What follows belongs to an exercise in optimizing a design on an open flow for small area; a production flow would make more cautious choices. The RTL was checked by simulation tests, not by an equivalence proof against the original design. The clock port is modelled as an ideal driver, which makes a skipped or thinned clock tree look cheaper than it is; a real chip needs a root buffer or a tree. No activity file was given, so power comes from the tool's default toggle rates.

## job 2393
## esaxi
module esaxi ( 
   wr_access, wr_packet, rd_access, rd_packet, rr_wait, s_axi_arready,
   s_axi_awready, s_axi_bid, s_axi_bresp, s_axi_bvalid, s_axi_rid,
   s_axi_rdata, s_axi_rlast, s_axi_rresp, s_axi_rvalid, s_axi_wready,
   wr_wait, rd_wait, rr_access, rr_packet, s_axi_aclk, s_axi_aresetn,
   s_axi_arid, s_axi_araddr, s_axi_arburst, s_axi_arcache,
   s_axi_arlock, s_axi_arlen, s_axi_arprot, s_axi_arqos, s_axi_arsize,
   s_axi_arvalid, s_axi_awid, s_axi_awaddr, s_axi_awburst,
   s_axi_awcache, s_axi_awlock, s_axi_awlen, s_axi_awprot,
   s_axi_awqos, s_axi_awsize, s_axi_awvalid, s_axi_bready,
   s_axi_rready, s_axi_wid, s_axi_wdata, s_axi_wlast, s_axi_wstrb,
   s_axi_wvalid
   );
   parameter          S_IDW               = 12;
   parameter          PW                  = 104;
   parameter [AW-1:0] RETURN_ADDR         = 0;
   parameter          AW                  = 32;
   parameter          DW                  = 32;
   output 	   wr_access;   
   output [PW-1:0] wr_packet;
   input 	   wr_wait;
   output 	   rd_access;   
   output [PW-1:0] rd_packet;
   input 	   rd_wait;
   input 	   rr_access;         
   input [PW-1:0]  rr_packet;
   output 	   rr_wait;
   input 	  s_axi_aclk;
   input 	  s_axi_aresetn;
   input [S_IDW-1:0] s_axi_arid;     
   input [31:0]    s_axi_araddr;
   input [1:0] 	   s_axi_arburst;
   input [3:0] 	   s_axi_arcache;
   input  	   s_axi_arlock;
   input [7:0] 	   s_axi_arlen;
   input [2:0] 	   s_axi_arprot;
   input [3:0] 	   s_axi_arqos;
   output 	   s_axi_arready;
   input [2:0] 	   s_axi_arsize;
   input 	   s_axi_arvalid;
   input [S_IDW-1:0] s_axi_awid;     
   input [31:0]    s_axi_awaddr;
   input [1:0] 	   s_axi_awburst;
   input [3:0] 	   s_axi_awcache;
   input  	   s_axi_awlock;
   input [7:0] 	   s_axi_awlen;
   input [2:0] 	   s_axi_awprot;
   input [3:0] 	   s_axi_awqos;   
   input [2:0] 	   s_axi_awsize;
   input 	   s_axi_awvalid;
   output 	   s_axi_awready;
   output [S_IDW-1:0] s_axi_bid;     
   output [1:0]     s_axi_bresp;
   output 	    s_axi_bvalid;
   input 	    s_axi_bready;
   output [S_IDW-1:0] s_axi_rid;     
   output [31:0]      s_axi_rdata;
   output 	      s_axi_rlast;   
   output [1:0]       s_axi_rresp;
   output 	      s_axi_rvalid;
   input 	      s_axi_rready;
   input [S_IDW-1:0]  s_axi_wid;     
   input [31:0]       s_axi_wdata;
  ...
export LEC_CHECK = 0
export ABC_AREA = 1
export CAP_MARGIN = 20
export CORE_MARGIN = 2
export CORE_UTILIZATION = 45
export PLACE_DENSITY = 0.85
export SLEW_MARGIN = 20
create_clock -name core_clock -period 10.0 [get_ports {s_axi_aclk}]
standard.sh (not shown) runs the stock make flow with config.mk's settings and CLKGATE_MAP_FILE= SYNTH_SCRIPT=/design/flow/synth_recipe.tcl, a recipe that flattens the netlist after the stock synthesis.
==> flow/flow/run.sh <==
#!/bin/bash
# Standard ORFS layout (bash standard.sh) with these changes to how the layout is made:
#  - synthesis is synth_recipe.tcl unchanged, except that Yosys's abc call maps
#    the logic with flow/area.abc (an area-oriented ABC script);
#  - port buffers use the smallest buffer cell (buf_1);
#  - constant outputs keep the one tie cell per value that synthesis made
#    (no repair_tie_fanout);
#  - the clock tree is built by flow/cts_manual.tcl (a PRE_CTS hook): groups of
#    at most MY_CTS_MAX_SINKS flip-flops, one leaf buffer per group, one root
#    buffer; the rest of the CTS step (legalisation, timing repair) is ORFS's.
set -euo pipefail
here=$(pwd)
export FLOW_SYNTH_TCL="$here/synth_recipe.tcl"
export MY_ABC_SCRIPT="$here/flow/area.abc"
export BUFFER_PORTS_ARGS="-buffer_cell sky130_fd_sc_hd__buf_1"
export SKIP_REPAIR_TIE_FANOUT=1
export PLACE_PINS_ARGS="${MY_PLACE_PINS_ARGS:--min_distance 1 -min_distance_in_tracks}"
export PRE_CTS_TCL="$here/flow/cts_manual.tcl"
export MY_CTS_CLOCK=s_axi_aclk
export MY_CTS_LEAF=sky130_fd_sc_hd__clkbuf_8
export MY_CTS_ROOT=sky130_fd_sc_hd__clkbuf_8
export MY_CTS_MAX_SINKS=${MY_CTS_MAX_SINKS:-18}
export MY_CTS_MAX_HP_UM=${MY_CTS_MAX_HP_UM:-1000}
bash standard.sh SYNTH_SCRIPT="$here/flow/synth_wrap.tcl" finish > standard_flow.log 2>&1
==> flow/flow/cts_manual.tcl <==
# PRE_CTS hook: build a two-level clock tree by hand, then make the
# clock_tree_synthesis call in cts.tcl a no-op. The flip-flops are split into
# compact groups of at most MY_CTS_MAX_SINKS within a bounding box of at most
# MY_CTS_MAX_HP_UM half-perimeter (recursive cuts across the longer
# side at the sink count's proportion); each group gets a leaf buffer at its
# centre, and one root buffer at the centre of the leaves drives all leaves
# from the clock port.
set cts_max_sinks $::env(MY_CTS_MAX_SINKS)
set db [ord::get_db]
set block [ord::get_db_block]
set leaf_master [$db findMaster $::env(MY_CTS_LEAF)]
set root_master [$db findMaster $::env(MY_CTS_ROOT)]
set clk_net [$block findNet $::env(MY_CTS_CLOCK)]

set sinks {}
foreach it [$clk_net getITerms] {
  set bb [[$it getInst] getBBox]
  lappend sinks [list $it [expr {([$bb xMin] + [$bb xMax]) / 2}] [expr {([$bb yMin] + [$bb yMax]) / 2}]]
}

proc cts_split { sinks maxs maxhp } {
  set n [llength $sinks]
  set xs [lmap s $sinks {lindex $s 1}]
  set ys [lmap s $sinks {lindex $s 2}]
  set w [expr {[tcl::mathfunc::max {*}$xs] - [tcl::mathfunc::min {*}$xs]}]
  set h [expr {[tcl::mathfunc::max {*}$ys] - [tcl::mathfunc::min {*}$ys]}]
  if { $n <= $maxs && $w + $h <= $maxhp } { return [list $sinks] }
  set k [expr {max(2, ($n + $maxs - 1) / $maxs)}]
  set k1 [expr {$k / 2}]
  set axis [expr {$w >= $h ? 1 : 2}]
  set sorted [lsort -integer -index $axis $sinks]
  set n1 [expr {int(round(double($n) * $k1 / $k))}]
  return [concat [cts_split [lrange $sorted 0 [expr {$n1 - 1}]] $maxs $maxhp] \
                 [cts_split [lrange $sorted $n1 end] $maxs $maxhp]]
}

proc cts_place { inst cx cy } {
  set m [$inst getMaster]
  $inst setLocation [expr {$cx - [$m getWidth] / 2}] [expr {$cy - [$m getHeight] / 2}]
  $inst setPlacementStatus PLACED
}

set cts_max_hp [expr {int($::env(MY_CTS_MAX_HP_UM) * [$block getDbUnitsPerMicron])}]
set groups [cts_split $sinks $cts_max_sinks $cts_max_hp]
set root_net [odb::dbNet_create $block "clknet_root"]
$root_net setSigType CLOCK
set i 0
set lx 0
set ly 0
foreach g $groups {
  set cx 0
  set cy 0
  foreach s $g {
    set cx [expr {$cx + [lindex $s 1]}]
    set cy [expr {$cy + [lindex $s 2]}]
  }
  set cx [expr {$cx / [llength $g]}]
  set cy [expr {$cy / [llength $g]}]
  set lx [expr {$lx + $cx}]
  set ly [expr {$ly + $cy}]
  set leaf [odb::dbInst_create $block $leaf_master "clkbuf_leaf_$i"]
  cts_place $leaf $cx $cy
  set net [odb::dbNet_create $block "clknet_leaf_$i"]
  $net setSigType CLOCK
  foreach s $g {
    set it [lindex $s 0]
    $it disconnect
    $it connect $net
  }
  [$leaf findITerm X] connect $net
  [$leaf findITerm A] connect $root_net
  set gx [lmap s $g {lindex $s 1}]
  set gy [lmap s $g {lindex $s 2}]
  set hp [expr {([tcl::mathfunc::max {*}$gx] - [tcl::mathfunc::min {*}$gx] + [tcl::mathfunc::max {*}$gy] - [tcl::mathfunc::min {*}$gy]) / 1000.0}]
  puts "manual CTS: leaf $i with [llength $g] sinks at ($cx, $cy), half-perimeter $hp um"
  incr i
}
set root [odb::dbInst_create $block $root_master "clkbuf_root"]
cts_place $root [expr {$lx / $i}] [expr {$ly / $i}]
[$root findITerm X] connect $root_net
[$root findITerm A] connect $clk_net
$clk_net setSigType CLOCK
puts "manual CTS: $i leaves, root at ([expr {$lx / $i}], [expr {$ly / $i}])"

global_connect
set_propagated_clock [all_clocks]

proc clock_tree_synthesis { args } {
  puts "clock_tree_synthesis skipped: the clock tree was built by cts_manual.tcl"
}
Other scripts of this flow, unchanged in this note and not shown: flow/flow/area.abc, flow/flow/synth_wrap.tcl
### job 2393 -> job 5690
- PLACE_DENSITY: 0.85 -> 0.95
- GPL_TIMING_DRIVEN: unset -> 0
- CORE_UTILIZATION: 45 -> 25
- GPL_ROUTABILITY_DRIVEN: unset -> 0
--- a/flow/flow/run.sh
+++ b/flow/flow/run.sh
@@ -15,5 +15,4 @@
 export BUFFER_PORTS_ARGS="-buffer_cell sky130_fd_sc_hd__buf_1"
 export SKIP_REPAIR_TIE_FANOUT=1
-export PLACE_PINS_ARGS="${MY_PLACE_PINS_ARGS:--min_distance 1 -min_distance_in_tracks}"
 export PRE_CTS_TCL="$here/flow/cts_manual.tcl"
 export MY_CTS_CLOCK=s_axi_aclk
--- outcome ---
Compared with job 2393, in job 5690 total non-filler cell area in the finished layout increased by about 12% relative to the old numbers; arrival time of data at the critical path endpoint increased 0.03 ns; power after layout rose by 0.048 mW; starting density of the core went down by 20 points.
Going from job 2393 to job 5690, the die area was enlarged.
Job 5690: number of standard cells in the layout, taps in and fillers out is 27% higher than what job 2393 reported.
Relative to job 2393, total instance count after detailed placement increased by 27% in job 5690.
Delta (job 5690 minus job 2393): sequential share of layout area fell 5.4 points, number of nets at the end of the flow rose 108.
Input changes introduced in job 9890 (baseline for comparison: job 5690):
- PLACE_DENSITY: 0.95 -> 0.85
- GPL_ROUTABILITY_DRIVEN: 0 -> unset
- CORE_UTILIZATION: 25 -> 55
- GPL_TIMING_DRIVEN: 0 -> unset
--- a/flow/flow/run.sh
+++ b/flow/flow/run.sh
@@ -15,9 +15,10 @@
 export BUFFER_PORTS_ARGS="-buffer_cell sky130_fd_sc_hd__buf_1"
 export SKIP_REPAIR_TIE_FANOUT=1
+export PLACE_PINS_ARGS="${MY_PLACE_PINS_ARGS:--min_distance 1 -min_distance_in_tracks}"
 export PRE_CTS_TCL="$here/flow/cts_manual.tcl"
 export MY_CTS_CLOCK=s_axi_aclk
 export MY_CTS_LEAF=sky130_fd_sc_hd__clkbuf_8
 export MY_CTS_ROOT=sky130_fd_sc_hd__clkbuf_8
-export MY_CTS_MAX_SINKS=${MY_CTS_MAX_SINKS:-18}
+export MY_CTS_MAX_SINKS=${MY_CTS_MAX_SINKS:-20}
 export MY_CTS_MAX_HP_UM=${MY_CTS_MAX_HP_UM:-1000}
 bash standard.sh SYNTH_SCRIPT="$here/flow/synth_wrap.tcl" finish > standard_flow.log 2>&1
## What came out
Data required time at the worst endpoint in job 9890 is 0.05 ns below job 5690. The run showing the greater sequential power share is job 9890. Final design instance area without fill, job 5690 and job 9890, lower one = job 9890. In job 9890 relative to job 5690, number of core rows had gone down by more than a quarter. Setup WNS job 5690 -> job 9890: better.
No run of this note takes its clock network from TritonCTS; it comes from the design's own scripts or RTL.

========
## 06-11
esaxi, a different RTL version from the one above (not shown whole).
For scale: about 740 cells after synthesis, about 580 I/O pins, about 8800 sq um of cells after synthesis.
==> flow/design.v (excerpt) <==
module esaxi ( 
   wr_access, wr_packet, rd_access, rd_packet, rr_wait, s_axi_arready,
   s_axi_awready, s_axi_bid, s_axi_bresp, s_axi_bvalid, s_axi_rid,
   s_axi_rdata, s_axi_rlast, s_axi_rresp, s_axi_rvalid, s_axi_wready,
   wr_wait, rd_wait, rr_access, rr_packet, s_axi_aclk, s_axi_aresetn,
   s_axi_arid, s_axi_araddr, s_axi_arburst, s_axi_arcache,
   s_axi_arlock, s_axi_arlen, s_axi_arprot, s_axi_arqos, s_axi_arsize,
   s_axi_arvalid, s_axi_awid, s_axi_awaddr, s_axi_awburst,
   s_axi_awcache, s_axi_awlock, s_axi_awlen, s_axi_awprot,
   s_axi_awqos, s_axi_awsize, s_axi_awvalid, s_axi_bready,
   s_axi_rready, s_axi_wid, s_axi_wdata, s_axi_wlast, s_axi_wstrb,
   s_axi_wvalid
   );
==> flow/config.mk <==
export PLATFORM = sky130hd
export DESIGN_NAME = esaxi
export DESIGN_NICKNAME = esaxi
export VERILOG_FILES = /design/flow/design.v
export SDC_FILE = /design/flow/constraint.sdc
export NUM_CORES = 4
export LEC_CHECK = 0
export ABC_AREA = 1
export CAP_MARGIN = 20
export CORE_MARGIN = 2
export CORE_UTILIZATION = 25
export SLEW_MARGIN = 20
==> flow/constraint.sdc <==
create_clock -name core_clock -period 10.0 [get_ports {s_axi_aclk}]
set_input_delay 2.0000 -clock core_clock [delete_from_list [all_inputs] [get_ports {s_axi_aclk}]]
set_output_delay 2.0000 -clock core_clock [all_outputs]
set_load 0.01 [all_outputs]
==> flow/flow/run.sh <==
#!/bin/bash
# Standard ORFS layout (bash standard.sh) with these changes to how the layout is made:
#  - synthesis is synth_recipe.tcl unchanged, except that Yosys's abc call maps
#    the logic with flow/area.abc (an area-oriented ABC script);
#  - port buffers use the smallest buffer cell (buf_1);
#  - constant outputs keep the one tie cell per value that synthesis made
#    (no repair_tie_fanout);
#  - the clock tree uses clkbuf_8 buffers, sink clusters of up to 12 flops
#    within 50 um, and no dummy loads.
set -euo pipefail
here=$(pwd)
export FLOW_SYNTH_TCL="$here/synth_recipe.tcl"
export MY_ABC_SCRIPT="$here/flow/area.abc"
export BUFFER_PORTS_ARGS="-buffer_cell sky130_fd_sc_hd__buf_1"
export SKIP_REPAIR_TIE_FANOUT=1
export CTS_ARGS="-sink_clustering_enable -repair_clock_nets -buf_list sky130_fd_sc_hd__clkbuf_8 -sink_clustering_size 12 -sink_clustering_max_diameter 50 -dont_use_dummy_load"
bash standard.sh SYNTH_SCRIPT="$here/flow/synth_wrap.tcl" finish > standard_flow.log 2>&1
==> flow/flow/area.abc <==
strash
dch
amap
topo
==> flow/flow/synth_wrap.tcl <==
proc abc {args} {
  set i [lsearch -exact $args -script]
  if {$i >= 0 && [info exists ::env(MY_ABC_SCRIPT)] && $::env(MY_ABC_SCRIPT) ne ""} {
    lset args [expr {$i + 1}] $::env(MY_ABC_SCRIPT)
  }
  yosys abc {*}$args
}
source $::env(FLOW_SYNTH_TCL)
06-11 closes out successfully: all stages finished, all timing, DRC and antenna checks passed.
Changes in 06-03 relative to 06-11:
==> flow/flow/run.sh <==
#!/bin/bash
# Standard ORFS layout (bash standard.sh) with three changes to how the layout is made:
#  - port buffers use the smallest buffer cell (buf_1) instead of the default choice;
#  - constant outputs keep the one tie cell per value that synthesis made
#    (no repair_tie_fanout);
#  - the clock tree uses clkbuf_4 buffers and no dummy loads.
set -euo pipefail
export BUFFER_PORTS_ARGS="-buffer_cell sky130_fd_sc_hd__buf_1"
export SKIP_REPAIR_TIE_FANOUT=1
export CTS_ARGS="-sink_clustering_enable -repair_clock_nets -buf_list sky130_fd_sc_hd__clkbuf_16 -sink_clustering_size 20 -sink_clustering_max_diameter 60 -dont_use_dummy_load"
bash standard.sh finish > standard_flow.log 2>&1
removed: flow/flow/area.abc
removed: flow/flow/synth_wrap.tcl
Notes after the runs:
- The overall routed net length of 06-03 was inferior to that of 06-11.
- 06-03 against 06-11: total iterations of the first detailed-routing run went down, proportion of power drawn by the clock network went up, global-route wire length before repair went up, number of ordinary inverters in the final layout went up, total clock buffers created by CTS went down.
- Between 06-03 and 06-11, it is 06-03 whose detailed-routed wire length on met3 is higher, by 21%.
- Delta(combinational cell fraction of total power, 06-03 - 06-11) < 0
- What 06-11 reported for length in cells of the worst reg-to-reg path has to be multiplied by 0.946 to get the figure for 06-03.

## afterwards: timing with drivers on the ports
The results above use ideal ports. As a check the final layouts listed here were re-extracted and re-timed, cells and wires unchanged.
Step 1 (the two cells are an assumption about what drives the block):
set clk [get_ports {s_axi_aclk}]
set_driving_cell -lib_cell sky130_fd_sc_hd__clkbuf_16 $clk
set_driving_cell -lib_cell sky130_fd_sc_hd__buf_2 [delete_from_list [all_inputs] $clk]
Step 2, shift: input delay + t, output delay - t, t = (earliest + latest rising clock arrival at the registers) / 2. This alone moves slack from input paths to output paths.
Slacks: no drivers / after step 1 / after step 2; pairs: no drivers / after step 1.
run | t, ns | setup slack, ns | worst data-port slew with drivers (ns) | cell pins on the clock port's net
job 2393 | 0.502 | 2.035 / 2.048 / 1.546 | 0.07 | 1
job 5690 | 0.522 | 2.032 / 2.043 / 1.521 | 0.14 | 1
job 9890 | 0.484 | 2.276 / 2.263 / 1.779 | 0.07 | 1
06-11 | 0.594 | 2.104 / 2.119 / 1.525 | 0.07 | 1
06-03 | 0.556 | 1.899 / 1.916 / 1.360 | 0.12 | 1
After both steps setup and hold are still met in every run listed. For 06-11, which loses most, drivers alone change the setup slack by +0.015 ns; drivers and shift together by -0.579 ns.
